This design comes from an exercise in tuning for small area on the open sky130 flow, not from production work. Only simulation tests tie the RTL to the original design; equivalence was not proved. Power and IR drop assume default switching activity. The clock port is modelled as an ideal driver; clocking choices that lean on that would not hold on a real chip.

## top
module top
(
    input clk,
    input rst_n,
    input spi_sclk,
    input spi_din,
    output tr_pwr_p,
    output tr_pwr_n,
    output tr,
    output lo,
    output t_bite,
    output [5:0] tx_att,
    output tv,
    output [2:0] rx_ch_pwr_ctrl,
    output [2:0] rx_ch_ctrl,
    output [2:0] scl,
    input [2:0] sda_i,
    output [2:0] sda_o,
    output [2:0] sda_t,
    output [2:0] a0,
    output [2:0] a1,
    output [5:0] rx_ch1_pha,
    output [5:0] rx_ch2_pha,
    output [5:0] rx_ch3_pha,
    output trig,
    output osk_1,
    input dover_1,
    output dhold_1,
    output io_update_1,
    output master_reset_1,
    output dctrl_1,
    output [2 : 0] profile_select_1,
    output [3 : 0] function_select_1,
    output p_pwd_1,
    output p_rd_1,
    output p_wr_1,
    output [7 : 0] p_addr_1,
    input [7 : 0] p_data_in_1,
    output [7 : 0] p_data_out_1,
    output p_data_t_1,
    output osk_2,
    input dover_2,
    output dhold_2,
    output io_update_2,
    output master_reset_2,
    output dctrl_2,
    output [2 : 0] profile_select_2,
    output [3 : 0] function_select_2,
    output p_pwd_2,
    output p_rd_2,
    output p_wr_2,
    output [7 : 0] p_addr_2,
    input [7 : 0] p_data_in_2,
    output [7 : 0] p_data_out_2,
    output p_data_t_2
);
    wire rst = rst_n;
    wire depack_load;
    wire depack_ready;
    wire [31:0] depack_ftw_lower_1;
    wire [31:0] depack_ftw_upper_1;
    wire [31:0] depack_ftw_lower_2;
    wire [31:0] depack_ftw_upper_2;
    wire [31:0] depack_sweep_step;
    wire [15:0] depack_sweep_rate;
    wire [31:0] depack_resweep_period;
    wire [2:0] depack_mode;
    wire depack_rf_switch;
    wire [7:0] depack_tx_att;
    wire [2:0] depack_rx_ch_pwr_ctrl;
    wire [7:0] depack_rx_ch1_att;
    wire [7:0] depack_rx_ch2_att;
    wire [7:0] depack_rx_ch3_att;
    wire [7:0] depack_rx_ch1_pha;
    wire [7:0] depack_rx_ch2_pha;
    wire [7:0] depack_rx_ch3_pha;
    wire [31:0] depack_ct_period;
    depack depack_inst
    (
        .clk(clk),
        .rst(rst),
        .spi_sclk(spi_sclk),
        .spi_din(spi_din),
        .load(depack_load),
  ...
clock: 10.0 ns
lec_check: 0
cap_margin: 0
core_margin: 2
core_utilization: 45
cts_buf_list: sky130_fd_sc_hd__clkbuf_8
cts_cluster_diameter: 70
cts_cluster_size: 16
place_density: 0.65
slew_margin: 0
standard.sh (not shown) runs the stock make flow with config.mk's settings and CLKGATE_MAP_FILE= SYNTH_SCRIPT=/design/flow/synth_recipe.tcl, a recipe that flattens the netlist after the stock synthesis.
==> flow/flow/run.sh <==
#!/bin/bash
# The standard layout (standard.sh), with two ORFS arguments changed:
#  - clock tree synthesis adds no dummy loads for balancing
#  - the buffers put on the input and output ports are buf_1 cells
# The full make output is in standard.log.
set -o pipefail
export CTS_ARGS="-sink_clustering_enable -repair_clock_nets -sink_clustering_size 16 -sink_clustering_max_diameter 70 -buf_list sky130_fd_sc_hd__clkbuf_8 -dont_use_dummy_load"
export BUFFER_PORTS_ARGS="-buffer_cell sky130_fd_sc_hd__buf_1"
bash standard.sh > standard.log 2>&1
The first run ran to the end with no violations.
Edit:
--- a/flow/flow/run.sh
+++ b/flow/flow/run.sh
@@ -6,3 +6,3 @@
 set -o pipefail
-export CTS_ARGS="-sink_clustering_enable -repair_clock_nets -sink_clustering_size 16 -sink_clustering_max_diameter 70 -buf_list sky130_fd_sc_hd__clkbuf_8 -dont_use_dummy_load"
+export CTS_ARGS="-sink_clustering_enable -repair_clock_nets -sink_clustering_size 32 -sink_clustering_max_diameter 100 -buf_list sky130_fd_sc_hd__clkbuf_16 -dont_use_dummy_load"
 export BUFFER_PORTS_ARGS="-buffer_cell sky130_fd_sc_hd__buf_1"
CAP_MARGIN = 20   (was 0)
CTS_BUF_LIST = sky130_fd_sc_hd__clkbuf_16   (was sky130_fd_sc_hd__clkbuf_8)
CTS_CLUSTER_DIAMETER = 100   (was 70)
CTS_CLUSTER_SIZE = 32   (was 16)
SLEW_MARGIN = 20   (was 0)
Die area is unchanged.
Core utilization hardly moves.
Setup slack improved by 0.048 ns.
Sequential cell count does not change.
Routed wire length falls by 1.2%.
Worst hold slack gets better by 0.050 ns.
Clock skew fell by 0.060 ns.
Via count shrinks by 0.71%.
Edit:
--- a/flow/flow/run.sh
+++ b/flow/flow/run.sh
@@ -6,3 +6,3 @@
 set -o pipefail
-export CTS_ARGS="-sink_clustering_enable -repair_clock_nets -sink_clustering_size 32 -sink_clustering_max_diameter 100 -buf_list sky130_fd_sc_hd__clkbuf_16 -dont_use_dummy_load"
+export CTS_ARGS="-sink_clustering_enable -repair_clock_nets -sink_clustering_size 16 -sink_clustering_max_diameter 70 -buf_list sky130_fd_sc_hd__clkbuf_8 -dont_use_dummy_load"
 export BUFFER_PORTS_ARGS="-buffer_cell sky130_fd_sc_hd__buf_1"
CTS_BUF_LIST = sky130_fd_sc_hd__clkbuf_8   (was sky130_fd_sc_hd__clkbuf_16)
CTS_CLUSTER_DIAMETER = 70   (was 100)
CTS_CLUSTER_SIZE = 16   (was 32)
Critical path depth went up by 2; design area barely changes; wire length went up by 0.66%; global-route usage went up by 0.22 points; setup slack got worse by 0.014 ns; synthesized cell count stays the same; die area does not change; non-clock buffer count is unchanged.
Edit:
--- a/flow/flow/run.sh
+++ b/flow/flow/run.sh
@@ -6,3 +6,3 @@
 set -o pipefail
-export CTS_ARGS="-sink_clustering_enable -repair_clock_nets -sink_clustering_size 16 -sink_clustering_max_diameter 70 -buf_list sky130_fd_sc_hd__clkbuf_8 -dont_use_dummy_load"
+export CTS_ARGS="-sink_clustering_enable -repair_clock_nets -sink_clustering_size 10 -sink_clustering_max_diameter 50 -buf_list sky130_fd_sc_hd__clkbuf_4 -dont_use_dummy_load"
 export BUFFER_PORTS_ARGS="-buffer_cell sky130_fd_sc_hd__buf_1"
CTS_BUF_LIST = sky130_fd_sc_hd__clkbuf_4   (was sky130_fd_sc_hd__clkbuf_8)
CTS_CLUSTER_DIAMETER = 50   (was 70)
CTS_CLUSTER_SIZE = 10   (was 16)
What happened:
- The new run completed without violations
- cell area decreases slightly
- global-route usage grows by 0.31 points
- routed wire length is higher slightly
- clock skew went up by 0.0052 ns
Edit:
--- a/flow/flow/run.sh
+++ b/flow/flow/run.sh
@@ -6,3 +6,3 @@
 set -o pipefail
-export CTS_ARGS="-sink_clustering_enable -repair_clock_nets -sink_clustering_size 10 -sink_clustering_max_diameter 50 -buf_list sky130_fd_sc_hd__clkbuf_4 -dont_use_dummy_load"
+export CTS_ARGS="-sink_clustering_enable -repair_clock_nets -sink_clustering_size 24 -sink_clustering_max_diameter 60 -buf_list sky130_fd_sc_hd__clkbuf_16 -dont_use_dummy_load"
 export BUFFER_PORTS_ARGS="-buffer_cell sky130_fd_sc_hd__buf_1"
CTS_BUF_LIST = sky130_fd_sc_hd__clkbuf_16   (was sky130_fd_sc_hd__clkbuf_4)
CTS_CLUSTER_DIAMETER = 60   (was 50)
CTS_CLUSTER_SIZE = 24   (was 10)
Effect: Sequential share of layout area came out lower by 1.4 points; register-to-register slack improves by 0.08 ns; hold slack stays flat; setup slack improves by 0.36 ns; routed wire length came out lower by 0.69%; total power came out higher by about 9%; design area came out higher by about 2.3%; final cell count came out lower by 1.2%; utilization came out higher by 1.1 points; via count came out lower by about 1%.

==> port drivers added, routing unchanged <==
No port has a modelled driver above. Below, the same layouts with a new extraction and two added sets of constraints. Step 1 assumes that a clkbuf_16 drives the clock port and a buf_2 every other input. Step 2, shift: input delay + t, output delay - t, t = (earliest + latest rising clock arrival at the registers) / 2. This alone moves slack from input paths to output paths. Three values: ideal, step 1, step 2; two values: the first two.
| run | shift t [ns] | setup slack, ns | worst setup path after step 2 | worst slew at a driven data input, ns |
|---|---|---|---|---|
| the first run | 0.833 | 4.923 / 4.856 / 5.532 | input to output | 0.06 |
| the second run | 0.709 | 4.971 / 4.902 / 5.530 | input to output | 0.06 |
| the third run | 0.813 | 4.957 / 4.890 / 5.530 | input to output | 0.06 |
| the fourth run | 1.107 | 4.630 / 4.563 / 5.521 | input to output | 0.06 |
| the fifth run | 0.721 | 4.995 / 4.926 / 5.530 | input to output | 0.06 |
After both steps setup and hold are still met in every run listed.
